This design comes from an exercise in tuning for a short achievable clock period and few clock cycles on the open sky130 flow, not from production work. Only simulation tests tie the RTL to the original design; equivalence was not proved.

==> module cpu, before the edit <==
module cpu(clk, rst_n, hlt, pc, instr, dmem_addr, dmem_wdata, dmem_re, dmem_we, dmem_rdata);
	input clk, rst_n;
	output hlt;
	output [15:0] pc;
	input [15:0] instr;
	output [15:0] dmem_addr;
	output [15:0] dmem_wdata;
	output dmem_re;
	output dmem_we;
	input [15:0] dmem_rdata;
	reg        rst_q;      
	reg [15:0] pcf;        
	reg [15:0] ir;         
	reg        irv;        
	reg [15:0] seq;        
	reg [15:0] opa, opb;   
	reg        fn, fz, fv;
	reg        hlt_q, we_q, re_q;
	reg [15:0] maddr;      
	wire [3:0] op = ir[15:12];
	wire [15:0] bx = op[0] ? ~opb : opb;
	wire [15:0] as_r = opa + bx + {15'd0, op[0]};
	wire as_pos = ~opa[15] & ~bx[15] & as_r[15];
	wire as_neg = opa[15] & bx[15] & ~as_r[15];
	wire [15:0] as_sum = as_pos ? 16'h7FFF : (as_neg ? 16'h8000 : as_r);
	wire [8:0] red_u = {1'b0, opa[15:8]} + {1'b0, opb[15:8]};
	wire [8:0] red_l = {1'b0, opa[7:0]} + {1'b0, opb[7:0]};
	wire [12:0] red_s = {1'b0, {3{red_u[8]}}, red_u} + {1'b0, {3{red_l[8]}}, red_l};
	wire [15:0] red_o = {{3{red_s[12]}}, red_s};
	wire [3:0] sh = ir[3:0];
	wire [15:0] sll_o = opa << sh;
	wire [31:0] sra_w = {{16{opa[15]}}, opa} >> sh;
	wire [15:0] sra_o = sra_w[15:0];
	wire [31:0] ror_w = {opa, opa} >> sh;
	wire [15:0] ror_o = ror_w[15:0];
	wire [15:0] pad_o;
	genvar gi;
	generate for (gi = 0; gi < 4; gi = gi + 1) begin : g_pad
		wire [3:0] a4 = opa[4*gi+3:4*gi];
		wire [3:0] b4 = opb[4*gi+3:4*gi];
		wire [3:0] r4 = a4 + b4;
		assign pad_o[4*gi+3:4*gi] = (~a4[3] & ~b4[3] & r4[3]) ? 4'b0111 :
		                            ((a4[3] & b4[3] & ~r4[3]) ? 4'b1000 : r4);
	end endgenerate
	reg [15:0] alu;
	always @* begin
		case (op)
			4'h0, 4'h1: alu = as_sum;
			4'h2: alu = opa ^ opb;
			4'h3: alu = red_o;
			4'h4: alu = sll_o;
			4'h5: alu = sra_o;
			4'h6: alu = ror_o;
			4'h7: alu = pad_o;
			4'hA: alu = {opa[15:8], ir[7:0]};
			4'hB: alu = {ir[7:0], opa[7:0]};
			default: alu = maddr;
		endcase
	end
	wire x_we = irv & (~op[3] | (op == 4'h8) | (op == 4'hA) | (op == 4'hB) | (op == 4'hE));
	wire [3:0] x_rd = ir[11:8];
	wire [15:0] x_wd = (op == 4'h8) ? dmem_rdata : ((op == 4'hE) ? seq : alu);
	wire x_nzv = irv & (op[3:1] == 3'b000);
	wire x_z = irv & ((op == 4'h2) | (op == 4'h4) | (op == 4'h5) | (op == 4'h6));
	wire nf = x_nzv ? as_sum[15] : fn;
	wire nz = x_nzv ? (as_sum == 16'h0000) : (x_z ? (alu == 16'h0000) : fz);
	wire nv = x_nzv ? (as_pos | as_neg) : fv;
	assign hlt = hlt_q & rst_q;
	assign pc = pcf;
	assign dmem_addr = maddr;
	assign dmem_wdata = opb;
	assign dmem_re = re_q;
	assign dmem_we = we_q & rst_n;
	wire [15:0] rfq [0:15];
	generate for (gi = 0; gi < 16; gi = gi + 1) begin : g_rf
		reg [15:0] q;
		always @(posedge clk)
			if (!rst_q) q <= 16'h0000;
			else if (x_we && x_rd == gi) q <= x_wd;
		assign rfq[gi] = q;
	end endgenerate
	wire [3:0] fop = instr[15:12];
	wire [3:0] fs1 = (fop[3:1] == 3'b101) ? instr[11:8] : instr[7:4];
	wire [3:0] fs2 = (fop == 4'h9) ? instr[11:8] : instr[3:0];
	wire [15:0] opa_n = (x_we && x_rd == fs1) ? x_wd : rfq[fs1];
	wire [15:0] opb_n = (x_we && x_rd == fs2) ? x_wd : rfq[fs2];
	wire [15:0] ma = {opa_n[15:1], 1'b0};
	wire [15:0] mo = {{11{instr[3]}}, instr[3:0], 1'b0};
	wire [15:0] ma_r = ma + mo;
	wire [15:0] maddr_n = (~ma[15] & ~mo[15] & ma_r[15]) ? 16'h7FFF :
	                      ((ma[15] & mo[15] & ~ma_r[15]) ? 16'h8000 : ma_r);
	wire [15:0] fpc_r = pcf + 16'd2;
	wire [15:0] fseq = (~pcf[15] & fpc_r[15]) ? 16'h7FFF : fpc_r;
	wire [15:0] fbo = {{6{instr[8]}}, instr[8:0], 1'b0};
	wire [15:0] fbt_r = fseq + fbo;
	wire [15:0] fbt = (~fseq[15] & ~fbo[15] & fbt_r[15]) ? 16'h7FFF :
	                  ((fseq[15] & fbo[15] & ~fbt_r[15]) ? 16'h8000 : fbt_r);
	reg cond;
	always @* begin
		case (instr[11:9])
			3'b000: cond = ~nz;
			3'b001: cond = nz;
			3'b010: cond = ~nz & ~nf;
			3'b011: cond = nf;
			3'b100: cond = nz | ~nf;
			3'b101: cond = nf | nz;
			3'b110: cond = nv;
			default: cond = 1'b1;
		endcase
	end
	wire ftaken = (fop[3:1] == 3'b110) & cond;
	wire [15:0] npc = (fop == 4'hF) ? pcf : (ftaken ? (fop[0] ? opa_n : fbt) : fseq);
	always @(posedge clk) begin
		rst_q <= rst_n;
		ir <= instr;
		seq <= fseq;
		opa <= opa_n;
		opb <= opb_n;
		maddr <= maddr_n;
		re_q <= (fop == 4'h8);
		hlt_q <= rst_q & (fop == 4'hF);
		we_q <= rst_n & rst_q & (fop == 4'h9);
		irv <= rst_q;
		if (!rst_q) begin
			pcf <= 16'h0000;
			fn <= 1'b0;
			fz <= 1'b0;
			fv <= 1'b0;
		end else begin
			pcf <= npc;
			fn <= nf;
			fz <= nz;
			fv <= nv;
		end
	end
endmodule
==> flow/config.mk <==
export PLATFORM = sky130hd
export DESIGN_NAME = cpu
export DESIGN_NICKNAME = cpu
export VERILOG_FILES = /design/flow/design.v
export SDC_FILE = /design/flow/constraint.sdc
export NUM_CORES = 4
export LEC_CHECK = 0
export CAP_MARGIN = 20
export CORE_MARGIN = 2
export CORE_UTILIZATION = 40
export PLACE_DENSITY = 0.6
export SLEW_MARGIN = 20
==> flow/constraint.sdc <==
create_clock -name core_clock -period 17.0 [get_ports {clk}]
set_input_delay 3.4000 -clock core_clock [delete_from_list [all_inputs] [get_ports {clk}]]
set_output_delay 3.4000 -clock core_clock [all_outputs]
set_load 0.01 [all_outputs]
standard.sh (not shown) runs the stock make flow with config.mk's settings and CLKGATE_MAP_FILE= SYNTH_SCRIPT=/design/flow/synth_recipe.tcl, a recipe that flattens the netlist after the stock synthesis.
==> flow/flow/run.sh <==
#!/bin/bash
set -euo pipefail
export SETUP_SLACK_MARGIN=$(cat flow/margin.txt)
bash standard.sh > standard.log 2>&1
==> flow/flow/margin.txt <==
10
Testbench counts at the start, summed over its fixed seeds: cycles 76,210.
==> next run, changes <==
--- a/flow/design.v
+++ b/flow/design.v
@@ -63,7 +63,9 @@
 	wire x_nzv = irv & (op[3:1] == 3'b000);
 	wire x_z = irv & ((op == 4'h2) | (op == 4'h4) | (op == 4'h5) | (op == 4'h6));
 	wire nf = x_nzv ? as_sum[15] : fn;
-	wire nz = x_nzv ? (as_sum == 16'h0000) : (x_z ? (alu == 16'h0000) : fz);
+	wire [15:0] as_zt = (opa ^ bx) ^ {opa[14:0] | bx[14:0], op[0]};
+	wire as_z = (as_zt == 16'h0000) & ~(opa[15] & bx[15]);
+	wire nz = x_nzv ? as_z : (x_z ? (alu == 16'h0000) : fz);
 	wire nv = x_nzv ? (as_pos | as_neg) : fv;
 	assign hlt = hlt_q & rst_q;
 	assign pc = pcf;
@@ -80,15 +82,18 @@
 		assign rfq[gi] = q;
 	end endgenerate
 	wire [3:0] fop = instr[15:12];
-	wire [3:0] fs1 = (fop[3:1] == 3'b101) ? instr[11:8] : instr[7:4];
-	wire [3:0] fs2 = (fop == 4'h9) ? instr[11:8] : instr[3:0];
-	wire [15:0] opa_n = (x_we && x_rd == fs1) ? x_wd : rfq[fs1];
-	wire [15:0] opb_n = (x_we && x_rd == fs2) ? x_wd : rfq[fs2];
-	wire [15:0] ma = {opa_n[15:1], 1'b0};
-	wire [15:0] mo = {{11{instr[3]}}, instr[3:0], 1'b0};
-	wire [15:0] ma_r = ma + mo;
-	wire [15:0] maddr_n = (~ma[15] & ~mo[15] & ma_r[15]) ? 16'h7FFF :
-	                      ((ma[15] & mo[15] & ~ma_r[15]) ? 16'h8000 : ma_r);
+	wire [15:0] r_d = (x_we && x_rd == instr[11:8]) ? x_wd : rfq[instr[11:8]];
+	wire [15:0] r_s = (x_we && x_rd == instr[7:4]) ? x_wd : rfq[instr[7:4]];
+	wire [15:0] r_t = (x_we && x_rd == instr[3:0]) ? x_wd : rfq[instr[3:0]];
+	wire [15:0] opa_n = (fop[3:1] == 3'b101) ? r_d : r_s;
+	wire [15:0] opb_n = (fop == 4'h9) ? r_d : r_t;
+	wire [15:0] ma_rf = rfq[instr[7:4]];
+	wire [15:0] maddr_rf, maddr_fw;
+	wire [4:0] mo = {instr[3:0], 1'b0};
+	wire mneg = instr[3];
+	madd mrf(.a(ma_rf), .o(mo), .neg(mneg), .s(maddr_rf));
+	madd mfw(.a(x_wd), .o(mo), .neg(mneg), .s(maddr_fw));
+	wire [15:0] maddr_n = (x_we && x_rd == instr[7:4]) ? maddr_fw : maddr_rf;
 	wire [15:0] fpc_r = pcf + 16'd2;
 	wire [15:0] fseq = (~pcf[15] & fpc_r[15]) ? 16'h7FFF : fpc_r;
 	wire [15:0] fbo = {{6{instr[8]}}, instr[8:0], 1'b0};
@@ -134,3 +139,18 @@
 		end
 	end
 endmodule
+module madd(a, o, neg, s);
+	input [15:0] a;
+	input [4:0] o;
+	input neg;
+	output [15:0] s;
+	wire [5:0] lo = {1'b0, a[4:1], 1'b0} + {1'b0, o};
+	wire c = lo[5];
+	wire [10:0] hi = a[15:5];
+	wire [10:0] hi_inc = hi + 11'd1;
+	wire [10:0] hi_dec = hi - 11'd1;
+	wire [10:0] hi_r = neg ? (c ? hi : hi_dec) : (c ? hi_inc : hi);
+	wire pos_ovf = ~neg & c & (hi == 11'h3FF);
+	wire neg_ovf = neg & ~c & (hi == 11'h400);
+	assign s = pos_ovf ? 16'h7FFF : (neg_ovf ? 16'h8000 : {hi_r, lo[4:0]});
+endmodule
Effect: Via count goes up by 18%. Setup slack is better by 380 ps. Hold slack is better by 29 ps. Clock-buffer cell count goes up by 9. Sequential share of layout area goes down by 3.4 points. Synthesized area goes up by 18%.
Testbench counts after the change, summed over its fixed seeds: cycles 76,210.

## port drivers added, routing unchanged
No port has a modelled driver above. Below, the same layouts with a new extraction and two added sets of constraints. Step 1 sets driving cells, clkbuf_16 on the clock port and buf_2 on the other inputs (assumed; they add their load-dependent delay and slew). Step 2 times the ports against the registers' clock, not the clock port: input delays grow and output delays shrink by t, the midpoint of the rising clock arrivals with the driver on. a / b / c = ideal / step 1 / step 2; a / b = the first two.
run	shift t [ns]	setup slack, ns	hold WS [ns]	worst setup path after step 2	worst data-port slew with drivers (ns)
the first run	0.636	9.496 / 9.509 / 8.873	0.477 / 0.477 / 0.477	input to register	0.08
the second run	0.655	9.875 / 9.842 / 9.485	0.505 / 0.505 / 0.505	input to register	0.06
After both steps setup and hold are still met in every run listed. The setup slack of the first run, which loses most, moves by +0.013 ns with the drivers and by -0.623 ns with both steps.
